Background: an optimization exercise with open tools, aiming at a short achievable clock period and few clock cycles. Do not read the settings as production practice. At most, simulation tests tie the RTL to the original design; equivalence was not proved. The flow treats the clock pin as an ideal source, which a real chip does not have. Power is estimated from default activity; no workload was simulated.

==> inputs of 04-03 <==
// ARMLEG
module ARMLEG (
	input CLOCK,
	input RESET,
	output [63:0] imem_addr,
	input [31:0] imem_data,
	output [63:0] dmem_addr,
	output [63:0] dmem_wdata,
	output dmem_we,
	output dmem_re,
	input [63:0] dmem_rdata
);
==> module ControlUnit, before the edit <==
module ControlUnit (
	input [31:0] inst,
	input [9:0] pc,
	input dwr,              
	input [4:0] d_rd,
	input d_zok,            
	input x_wr,
	input [4:0] x_rd,
	input w_wr,
	input [4:0] w_rd,
	input w_z,
	input [30:0] zf,
	output t0,
	output ta,
	output tb,
	output stall,
	output cbz_d,           
	output [9:0] q_t,
	output [9:0] q_nt,
	output [9:0] tgt_cbz
);
	wire isB = inst[31:26] == 6'b000101;
	wire isCBZ = inst[31:24] == 8'hB4;
	wire isLDST = (inst[31:23] == 9'b111110000) & ~inst[21];    
	wire [4:0] rn = inst[9:5];
	wire [4:0] rt = inst[4:0];
	wire rt31 = rt == 5'd31;
	wire xt = dwr & (d_rd == rt);
	wire wt = x_wr & (x_rd == rt);
	wire w2t = w_wr & (w_rd == rt);
	wire zrf = rt31 | zf[rt];
	wire e = rt31 | (~xt & ~wt & (w2t ? w_z : zrf));
	assign t0 = isB | (isCBZ & e);
	assign ta = isCBZ & xt & d_zok;
	assign tb = isCBZ & ~xt & wt;
	assign cbz_d = isCBZ & ~rt31 & xt & ~d_zok;
	assign stall = isLDST & dwr & (d_rd == rn);
	wire [9:0] tgtB, tgtC;
	ProgramCounter add_b (.a(pc), .b(inst[9:0]), .sum(tgtB));
	ProgramCounter add_c (.a(pc), .b(inst[14:5]), .sum(tgtC));
	wire [9:0] seq = pc + 10'd1;
	assign tgt_cbz = tgtC;
	assign q_t = stall ? pc : isB ? tgtB : tgtC;
	assign q_nt = stall ? pc : seq;
endmodule
==> module RegisterModule, before the edit <==
module RegisterModule (
	input [31*64-1:0] regs,
	input [4:0] sel,
	output [63:0] q
);
	wire [31:0] line_lo, line_hi;
	RegisterMux dec_lo (.sel(sel), .line(line_lo));
	RegisterMux dec_hi (.sel(sel), .line(line_hi));
	genvar i, j;
	generate
		for (j = 0; j < 64; j = j + 1) begin : b
			wire [31:0] n;       
			for (i = 0; i < 31; i = i + 1) begin : r
				AndI c (j < 32 ? line_lo[i] : line_hi[i], regs[i*64 + j], n[i]);
			end
			assign n[31] = 1'b1;
			wire [7:0] o;        
			for (i = 0; i < 8; i = i + 1) begin : g4
				Nand4 c (n[4*i], n[4*i+1], n[4*i+2], n[4*i+3], o[i]);
			end
			wire [3:0] p;        
			for (i = 0; i < 4; i = i + 1) begin : g8
				Nor2 c (o[2*i], o[2*i+1], p[i]);
			end
			Nand4 out (p[0], p[1], p[2], p[3], q[j]);
		end
	endgenerate
endmodule
==> module RegisterMux, before the edit <==
module RegisterMux (
	input [4:0] sel,
	output [31:0] line
);
	genvar i;
	generate
		for (i = 0; i < 32; i = i + 1) begin : l
			assign line[i] = sel == i;
		end
	endgenerate
endmodule
==> module Nand4, before the edit <==
module Nand4 (input a, input b, input c, input d, output y);
	assign y = ~(a & b & c & d);
endmodule
clock: 8.0 ns
lec_check: 0
cap_margin: 20
core_margin: 2
core_utilization: 35
gpl_timing_driven: 1
setup_slack_margin: 5
slew_margin: 20
synth_hierarchical: 1
standard.sh (not shown) runs the stock make flow with config.mk's settings and CLKGATE_MAP_FILE= SYNTH_SCRIPT=/design/flow/synth_recipe.tcl, a recipe that flattens the netlist after the stock synthesis.
==> flow/flow/run.sh <==
#!/bin/bash
# Layout flow: the standard synthesis, unchanged, then the standard ORFS
# steps with two settings changed:
#  - ports are buffered with a plain buffer (by default the port buffering
#    picks a delay cell, which the footprint-bound sizing then mostly keeps);
#  - the resizer may swap a cell for one of the same function with another
#    footprint.
# Each step's output is kept in a log of its own here.
set -euo pipefail
bash standard.sh synth > synth.log 2>&1
bash standard.sh "BUFFER_PORTS_ARGS=-buffer_cell sky130_fd_sc_hd__buf_6" MATCH_CELL_FOOTPRINT=0 finish > layout.log 2>&1
==> 03-11 (differences from 04-03) <==
--- a/flow/design.v
+++ b/flow/design.v
@@ -129,24 +129,29 @@
 );
 	wire isB = inst[31:26] == 6'b000101;
 	wire isCBZ = inst[31:24] == 8'hB4;
 	wire isLDST = (inst[31:23] == 9'b111110000) & ~inst[21];    
 	wire [4:0] rn = inst[9:5];
 	wire [4:0] rt = inst[4:0];
 	wire rt31 = rt == 5'd31;
-	wire xt = dwr & (d_rd == rt);
-	wire wt = x_wr & (x_rd == rt);
-	wire w2t = w_wr & (w_rd == rt);
+	wire eq_dt, eq_xt, eq_wt, eq_dn;
+	HazardDetectionUnit c_dt (.a(d_rd), .b(rt), .eq(eq_dt));
+	HazardDetectionUnit c_xt (.a(x_rd), .b(rt), .eq(eq_xt));
+	HazardDetectionUnit c_wt (.a(w_rd), .b(rt), .eq(eq_wt));
+	HazardDetectionUnit c_dn (.a(d_rd), .b(rn), .eq(eq_dn));
+	wire xt = dwr & eq_dt;
+	wire wt = x_wr & eq_xt;
+	wire w2t = w_wr & eq_wt;
 	wire zrf = rt31 | zf[rt];
 	wire e = rt31 | (~xt & ~wt & (w2t ? w_z : zrf));
 	assign t0 = isB | (isCBZ & e);
 	assign ta = isCBZ & xt & d_zok;
 	assign tb = isCBZ & ~xt & wt;
 	assign cbz_d = isCBZ & ~rt31 & xt & ~d_zok;
-	assign stall = isLDST & dwr & (d_rd == rn);
+	assign stall = isLDST & dwr & eq_dn;
 	wire [9:0] tgtB, tgtC;
 	ProgramCounter add_b (.a(pc), .b(inst[9:0]), .sum(tgtB));
 	ProgramCounter add_c (.a(pc), .b(inst[14:5]), .sum(tgtC));
 	wire [9:0] seq = pc + 10'd1;
 	assign tgt_cbz = tgtC;
 	assign q_t = stall ? pc : isB ? tgtB : tgtC;
 	assign q_nt = stall ? pc : seq;
@@ -215,14 +220,31 @@
 			And4 ce (n0, n1, n2, n3, en);      
 			AndI d0 (l0s, l0[i], m0);
 			AndI d1 (l1s, l1[i], m1);
 			Nand3 o (en, m0, m1, y[i]);
 		end
 	endgenerate
 endmodule
+module HazardDetectionUnit (
+	input [4:0] a,
+	input [4:0] b,
+	output eq
+);
+	wire [4:0] x;
+	genvar i;
+	generate
+		for (i = 0; i < 5; i = i + 1) begin : bt
+			Xnor2 c (a[i], b[i], x[i]);
+		end
+	endgenerate
+	wire n0, n1;
+	Nand3 c0 (x[0], x[1], x[2], n0);
+	AndI c1 (x[3], x[4], n1);
+	Nor2 c2 (n0, n1, eq);
+endmodule
 module IFID (
 	input CLOCK,
 	input [9:0] d,
 	output reg [9:0] q
 );
 	always @(posedge CLOCK)
 		q <= d;
@@ -281,47 +303,33 @@
 	assign d_valid_next = ~red & ~stall;
 endmodule
 module RegisterModule (
 	input [31*64-1:0] regs,
 	input [4:0] sel,
 	output [63:0] q
 );
-	wire [31:0] line_lo, line_hi;
-	RegisterMux dec_lo (.sel(sel), .line(line_lo));
-	RegisterMux dec_hi (.sel(sel), .line(line_hi));
-	genvar i, j;
-	generate
-		for (j = 0; j < 64; j = j + 1) begin : b
-			wire [31:0] n;       
-			for (i = 0; i < 31; i = i + 1) begin : r
-				AndI c (j < 32 ? line_lo[i] : line_hi[i], regs[i*64 + j], n[i]);
-			end
-			assign n[31] = 1'b1;
-			wire [7:0] o;        
-			for (i = 0; i < 8; i = i + 1) begin : g4
-				Nand4 c (n[4*i], n[4*i+1], n[4*i+2], n[4*i+3], o[i]);
-			end
-			wire [3:0] p;        
-			for (i = 0; i < 4; i = i + 1) begin : g8
-				Nor2 c (o[2*i], o[2*i+1], p[i]);
-			end
-			Nand4 out (p[0], p[1], p[2], p[3], q[j]);
+	wire [63:0] e [0:31];
+	genvar i;
+	generate
+		for (i = 0; i < 31; i = i + 1) begin : ent
+			assign e[i] = regs[i*64 +: 64];
 		end
 	endgenerate
-endmodule
-module RegisterMux (
-	input [4:0] sel,
-	output [31:0] line
-);
-	genvar i;
+	assign e[31] = 64'b0;
+	wire [63:0] m1 [0:7];
+	wire [63:0] m2 [0:1];
 	generate
-		for (i = 0; i < 32; i = i + 1) begin : l
-			assign line[i] = sel == i;
+		for (i = 0; i < 8; i = i + 1) begin : l1
+			assign m1[i] = sel[1] ? (sel[0] ? e[4*i+3] : e[4*i+2]) : (sel[0] ? e[4*i+1] : e[4*i]);
+		end
+		for (i = 0; i < 2; i = i + 1) begin : l2
+			assign m2[i] = sel[3] ? (sel[2] ? m1[4*i+3] : m1[4*i+2]) : (sel[2] ? m1[4*i+1] : m1[4*i]);
 		end
 	endgenerate
+	assign q = sel[4] ? m2[1] : m2[0];
 endmodule
 module PreI (input g1, input p1, input g0, input p0, output gn, output pn);
 	assign gn = ~(g1 | (p1 & g0));
 	assign pn = ~(p1 & p0);
 endmodule
 module PreN (input gn1, input pn1, input gn0, input pn0, output g, output p);
 	assign g = ~(gn1 & (pn1 | gn0));
@@ -350,17 +358,14 @@
 endmodule
 module And2 (input a, input b, output y);
 	assign y = a & b;
 endmodule
 module And4 (input a, input b, input c, input d, output y);
 	assign y = a & b & c & d;
 endmodule
-module Nand4 (input a, input b, input c, input d, output y);
-	assign y = ~(a & b & c & d);
-endmodule
 module Nor2 (input a, input b, output y);
 	assign y = ~(a | b);
 endmodule
 module SignExtend (
 	input [63:0] v,
 	output nz
 );
==> flow/flow/run.sh (replaced) <==
#!/bin/bash
# Layout flow: the standard synthesis, unchanged, then the standard ORFS
# steps with these settings changed:
#  - ports are buffered with a plain buffer (by default the port buffering
#    picks a delay cell, which the footprint-bound sizing then mostly keeps);
#  - the resizer may swap a cell for one of the same function with another
#    footprint;
#  - CTS ends with a second timing repair pass (flow/extra_repair.tcl).
# Each step's output is kept in a log of its own here.
set -euo pipefail
bash standard.sh synth > synth.log 2>&1
bash standard.sh "BUFFER_PORTS_ARGS=-buffer_cell sky130_fd_sc_hd__buf_6" MATCH_CELL_FOOTPRINT=0 \
	"POST_CTS_TCL=$PWD/flow/extra_repair.tcl" finish > layout.log 2>&1
==> flow/flow/extra_repair.tcl (new file) <==
# A second timing repair pass at the end of CTS (the first one, ORFS's own,
# often stops with paths it could still improve), then legalize again.
estimate_parasitics -placement
repair_timing_helper
set result [catch { detailed_placement } msg]
if { $result != 0 } {
  error "Detailed placement failed after the extra repair: $msg"
}
check_placement -verbose
estimate_parasitics -placement
report_worst_slack -max
- CORE_UTILIZATION: 35 -> 30
- GPL_TIMING_DRIVEN: 1 -> 0
==> 08-26 (differences from 04-03) <==
--- a/flow/design.v
+++ b/flow/design.v
@@ -129,24 +129,29 @@
 );
 	wire isB = inst[31:26] == 6'b000101;
 	wire isCBZ = inst[31:24] == 8'hB4;
 	wire isLDST = (inst[31:23] == 9'b111110000) & ~inst[21];    
 	wire [4:0] rn = inst[9:5];
 	wire [4:0] rt = inst[4:0];
 	wire rt31 = rt == 5'd31;
-	wire xt = dwr & (d_rd == rt);
-	wire wt = x_wr & (x_rd == rt);
-	wire w2t = w_wr & (w_rd == rt);
+	wire eq_dt, eq_xt, eq_wt, eq_dn;
+	HazardDetectionUnit c_dt (.a(d_rd), .b(rt), .eq(eq_dt));
+	HazardDetectionUnit c_xt (.a(x_rd), .b(rt), .eq(eq_xt));
+	HazardDetectionUnit c_wt (.a(w_rd), .b(rt), .eq(eq_wt));
+	HazardDetectionUnit c_dn (.a(d_rd), .b(rn), .eq(eq_dn));
+	wire xt = dwr & eq_dt;
+	wire wt = x_wr & eq_xt;
+	wire w2t = w_wr & eq_wt;
 	wire zrf = rt31 | zf[rt];
 	wire e = rt31 | (~xt & ~wt & (w2t ? w_z : zrf));
 	assign t0 = isB | (isCBZ & e);
 	assign ta = isCBZ & xt & d_zok;
 	assign tb = isCBZ & ~xt & wt;
 	assign cbz_d = isCBZ & ~rt31 & xt & ~d_zok;
-	assign stall = isLDST & dwr & (d_rd == rn);
+	assign stall = isLDST & dwr & eq_dn;
 	wire [9:0] tgtB, tgtC;
 	ProgramCounter add_b (.a(pc), .b(inst[9:0]), .sum(tgtB));
 	ProgramCounter add_c (.a(pc), .b(inst[14:5]), .sum(tgtC));
 	wire [9:0] seq = pc + 10'd1;
 	assign tgt_cbz = tgtC;
 	assign q_t = stall ? pc : isB ? tgtB : tgtC;
 	assign q_nt = stall ? pc : seq;
@@ -215,14 +220,31 @@
 			And4 ce (n0, n1, n2, n3, en);      
 			AndI d0 (l0s, l0[i], m0);
 			AndI d1 (l1s, l1[i], m1);
 			Nand3 o (en, m0, m1, y[i]);
 		end
 	endgenerate
 endmodule
+module HazardDetectionUnit (
+	input [4:0] a,
+	input [4:0] b,
+	output eq
+);
+	wire [4:0] x;
+	genvar i;
+	generate
+		for (i = 0; i < 5; i = i + 1) begin : bt
+			Xnor2 c (a[i], b[i], x[i]);
+		end
+	endgenerate
+	wire n0, n1;
+	Nand3 c0 (x[0], x[1], x[2], n0);
+	AndI c1 (x[3], x[4], n1);
+	Nor2 c2 (n0, n1, eq);
+endmodule
 module IFID (
 	input CLOCK,
 	input [9:0] d,
 	output reg [9:0] q
 );
 	always @(posedge CLOCK)
 		q <= d;
@@ -281,47 +303,57 @@
 	assign d_valid_next = ~red & ~stall;
 endmodule
 module RegisterModule (
 	input [31*64-1:0] regs,
 	input [4:0] sel,
 	output [63:0] q
 );
-	wire [31:0] line_lo, line_hi;
-	RegisterMux dec_lo (.sel(sel), .line(line_lo));
-	RegisterMux dec_hi (.sel(sel), .line(line_hi));
-	genvar i, j;
+	wire [4:0] seln;
+	genvar i, k;
 	generate
-		for (j = 0; j < 64; j = j + 1) begin : b
-			wire [31:0] n;       
-			for (i = 0; i < 31; i = i + 1) begin : r
-				AndI c (j < 32 ? line_lo[i] : line_hi[i], regs[i*64 + j], n[i]);
-			end
-			assign n[31] = 1'b1;
-			wire [7:0] o;        
-			for (i = 0; i < 8; i = i + 1) begin : g4
-				Nand4 c (n[4*i], n[4*i+1], n[4*i+2], n[4*i+3], o[i]);
+		for (i = 0; i < 5; i = i + 1) begin : t1
+			Inv c (sel[i], seln[i]);
+		end
+		for (k = 0; k < 8; k = k + 1) begin : s
+			wire [4:0] sk;
+			for (i = 0; i < 5; i = i + 1) begin : t2
+				Inv c (seln[i], sk[i]);
 			end
-			wire [3:0] p;        
-			for (i = 0; i < 4; i = i + 1) begin : g8
-				Nor2 c (o[2*i], o[2*i+1], p[i]);
+			wire [31*8-1:0] slice;
+			for (i = 0; i < 31; i = i + 1) begin : r
+				assign slice[i*8 +: 8] = regs[i*64 + k*8 +: 8];
 			end
-			Nand4 out (p[0], p[1], p[2], p[3], q[j]);
+			RegisterMux m (.regs(slice), .sel(sk), .q(q[k*8 +: 8]));
 		end
 	endgenerate
 endmodule
 module RegisterMux (
+	input [31*8-1:0] regs,
 	input [4:0] sel,
-	output [31:0] line
+	output [7:0] q
 );
+	wire [7:0] e [0:31];
 	genvar i;
 	generate
-		for (i = 0; i < 32; i = i + 1) begin : l
-			assign line[i] = sel == i;
+		for (i = 0; i < 31; i = i + 1) begin : ent
+			assign e[i] = regs[i*8 +: 8];
+		end
+	endgenerate
+	assign e[31] = 8'b0;
+	wire [7:0] m1 [0:7];
+	wire [7:0] m2 [0:1];
+	generate
+		for (i = 0; i < 8; i = i + 1) begin : l1
+			assign m1[i] = sel[1] ? (sel[0] ? e[4*i+3] : e[4*i+2]) : (sel[0] ? e[4*i+1] : e[4*i]);
+		end
+		for (i = 0; i < 2; i = i + 1) begin : l2
+			assign m2[i] = sel[3] ? (sel[2] ? m1[4*i+3] : m1[4*i+2]) : (sel[2] ? m1[4*i+1] : m1[4*i]);
 		end
 	endgenerate
+	assign q = sel[4] ? m2[1] : m2[0];
 endmodule
 module PreI (input g1, input p1, input g0, input p0, output gn, output pn);
 	assign gn = ~(g1 | (p1 & g0));
 	assign pn = ~(p1 & p0);
 endmodule
 module PreN (input gn1, input pn1, input gn0, input pn0, output g, output p);
 	assign g = ~(gn1 & (pn1 | gn0));
@@ -350,20 +382,20 @@
 endmodule
 module And2 (input a, input b, output y);
 	assign y = a & b;
 endmodule
 module And4 (input a, input b, input c, input d, output y);
 	assign y = a & b & c & d;
 endmodule
-module Nand4 (input a, input b, input c, input d, output y);
-	assign y = ~(a & b & c & d);
-endmodule
 module Nor2 (input a, input b, output y);
 	assign y = ~(a | b);
 endmodule
+module Inv (input a, output y);
+	assign y = ~a;
+endmodule
 module SignExtend (
 	input [63:0] v,
 	output nz
 );
 	wire [31:0] l1;
 	wire [15:0] l2;
 	wire [7:0] l3;
@@ -427,27 +459,29 @@
 	reg [30:0] w_we;       
 	reg [63:0] rf [0:30];
 	reg [30:0] zf;
 	wire [63:0] x_sum, x_sumn;
 	Adder alu_add (.a(x_a), .b(x_bi), .cin(x_sub), .sum(x_sum), .sumn(x_sumn));
 	wire [63:0] x_andv = x_a & x_bi;
 	wire [63:0] x_orv = x_a | x_bi;
-	wire [63:0] x_out;
+	wire [63:0] x_out, x_out2;
 	ForwardingUnitALUMuxB mux_x (.e0s(x_isLD), .e0(dmem_rdata), .e1s(x_and), .e1(x_andv), .e2s(x_orr), .e2(x_orv),
 		.e3s(1'b0), .e3(64'b0), .l0s(x_add), .l0(x_sum), .l1s(1'b0), .l1(64'b0), .y(x_out));
+	ForwardingUnitALUMuxB mux_x2 (.e0s(x_isLD), .e0(dmem_rdata), .e1s(x_and), .e1(x_andv), .e2s(x_orr), .e2(x_orv),
+		.e3s(1'b0), .e3(64'b0), .l0s(x_add), .l0(x_sum), .l1s(1'b0), .l1(64'b0), .y(x_out2));
 	wire x_zalu, rdata_nz;
 	ALUControl zt_alu (.a(x_a), .b(x_bi), .cin(x_sub), .add(x_add), .and_(x_and), .orr(x_orr), .z(x_zalu));
 	SignExtend zt_ld (.v(dmem_rdata), .nz(rdata_nz));
 	wire x_ldz = ~rdata_nz;
 	wire x_z = x_zalu | (x_isLD & x_ldz);
 	assign dmem_addr = x_addr;
 	assign dmem_wdata = x_wd;
 	assign dmem_we = x_we;
 	assign dmem_re = x_re;
-	MEMWB w_copy (.CLOCK(CLOCK), .d(x_out), .q(w_data));
+	MEMWB w_copy (.CLOCK(CLOCK), .d(x_out2), .q(w_data));
 	wire [63:0] va, vb;
 	ForwardingUnitALUMuxA mux_a (.s0(d_wa), .d0(w_res), .s1(d_w2a), .d1(w2_res), .s2(d_ra), .d2(d_vn), .y(va));
 	ForwardingUnitALUMuxA mux_b (.s0(d_wb), .d0(w_res), .s1(d_w2b), .d1(w2_res), .s2(d_rb), .d2(d_vb), .y(vb));
 	wire [63:0] sub64 = {64{d_sub}};
 	wire [63:0] opa, opbi;
 	ForwardingUnitALUMuxB mux_opa (.e0s(d_xa_and), .e0(x_andv), .e1s(d_xa_orr), .e1(x_orv), .e2s(d_xa_ld), .e2(dmem_rdata),
 		.e3s(~d_xa), .e3(va), .l0s(d_xa_add), .l0(x_sum), .l1s(1'b0), .l1(64'b0), .y(opa));
==> flow/flow/run.sh (replaced) <==
#!/bin/bash
# Layout flow: the standard synthesis, unchanged, then the standard ORFS
# steps with these settings changed:
#  - ports are buffered with a plain buffer (by default the port buffering
#    picks a delay cell, which the footprint-bound sizing then mostly keeps);
#  - the resizer may swap a cell for one of the same function with another
#    footprint;
#  - CTS ends with a second timing repair pass (flow/extra_repair.tcl).
# Each step's output is kept in a log of its own here.
set -euo pipefail
bash standard.sh synth > synth.log 2>&1
bash standard.sh "BUFFER_PORTS_ARGS=-buffer_cell sky130_fd_sc_hd__buf_6" MATCH_CELL_FOOTPRINT=0 \
	"POST_CTS_TCL=$PWD/flow/extra_repair.tcl" finish > layout.log 2>&1
==> flow/flow/extra_repair.tcl (new file) <==
# A second timing repair pass at the end of CTS (the first one, ORFS's own,
# often stops with paths it could still improve), then legalize again.
estimate_parasitics -placement
repair_timing_helper
set result [catch { detailed_placement } msg]
if { $result != 0 } {
  error "Detailed placement failed after the extra repair: $msg"
}
check_placement -verbose
estimate_parasitics -placement
report_worst_slack -max
==> comparison table <==
Final hold slack: 04-03 358 ps; 03-11 407 ps; 08-26 365 ps
Slew at the pin closest to its max-slew limit: 04-03 1240 ps; 03-11 1180 ps; 08-26 1140 ps
Area overhead of the layout relative to synthesis: 04-03 25.4%; 03-11 25.7%; 08-26 20.9%
Maximum vdd ir drop: 04-03 0.161 mV; 03-11 0.204 mV; 08-26 0.198 mV
Run status: 04-03 complete, no violations; 03-11 complete, no violations; 08-26 complete, no violations
DRT iter0 DRCs: 04-03 18553; 03-11 15455; 08-26 15061
Leakage component of the power: 04-03 62.6 nW; 03-11 68.8 nW; 08-26 67.9 nW
Core area: 04-03 0.403 mm^2; 03-11 0.497 mm^2; 08-26 0.438 mm^2
Number of filler cells placed in the layout: 04-03 38275; 03-11 48112; 08-26 41494
Number of cells on the critical path: 04-03 1; 03-11 12; 08-26 14
Share of the final layout cell area in multi-input gates: 04-03 0.402; 03-11 0.411; 08-26 0.434
Gpl congestion: 04-03 1.05; 03-11 1.02; 08-26 1.05
Overall power of the completed layout: 04-03 37.8 mW; 03-11 40.7 mW; 08-26 40.7 mW
Cell area after technology mapping: 04-03 0.142 mm^2; 03-11 0.150 mm^2; 08-26 0.154 mm^2
Wire length of the first global-routing pass: 04-03 898000 um; 03-11 901000 um; 08-26 885000 um
Dpl ws: 04-03 2970 ps; 03-11 2460 ps; 08-26 2880 ps
Synth Instances: 04-03 16297; 03-11 14229; 08-26 15101
Clock share of power: 04-03 0.387; 03-11 0.356; 08-26 0.361
Horizontal die dimension: 04-03 640 um; 03-11 711 um; 08-26 667 um
Power of the sequential group: 04-03 16.4 mW; 03-11 16.7 mW; 08-26 16.7 mW
RR Startpoint: 04-03 x_a[1]; 03-11 x_a[27]; 08-26 d_imm[3]
Area of placed instances: 04-03 0.155 mm^2; 03-11 0.165 mm^2; 08-26 0.165 mm^2
Combined buffer and inverter count along the critical path: 04-03 1; 03-11 7; 08-26 4
Testbench counts of 03-11, summed over its fixed seeds: cycles 121,605.
The RTL of 04-03 and 08-26 was laid out without a check of its function.

[afterwards: timing with drivers on the ports]
The results above use ideal ports. As a check the final layouts listed here were re-extracted and re-timed, cells and wires unchanged.
Step 1 sets driving cells, clkbuf_16 on the clock port and buf_2 on the other inputs (assumed; they add their load-dependent delay and slew).
Step 2 also shifts input and output timing later by t, the mid clock arrival at the registers, as if the neighbouring blocks saw the same clock.
Slacks: ideal ports / drivers / drivers and shift; pairs: ideal ports / drivers.
run | shift t [ns] | slack for setup (ns) | worst hold slack (ns) | worst slew at a driven data input, ns
04-03 | 1.075 | 4.808 / 4.690 / 3.791 | 0.358 / 0.358 / 0.358 | 0.16
03-11 | 1.071 | 4.716 / 4.784 / 3.714 | 0.407 / 0.407 / 0.407 | 0.18
08-26 | 1.072 | 4.884 / 4.856 / 3.903 | 0.365 / 0.365 / 0.365 | 0.24
After both steps setup and hold are still met in every run listed. The setup slack of 04-03, which loses most, moves by -0.118 ns with the drivers and by -1.017 ns with both steps.
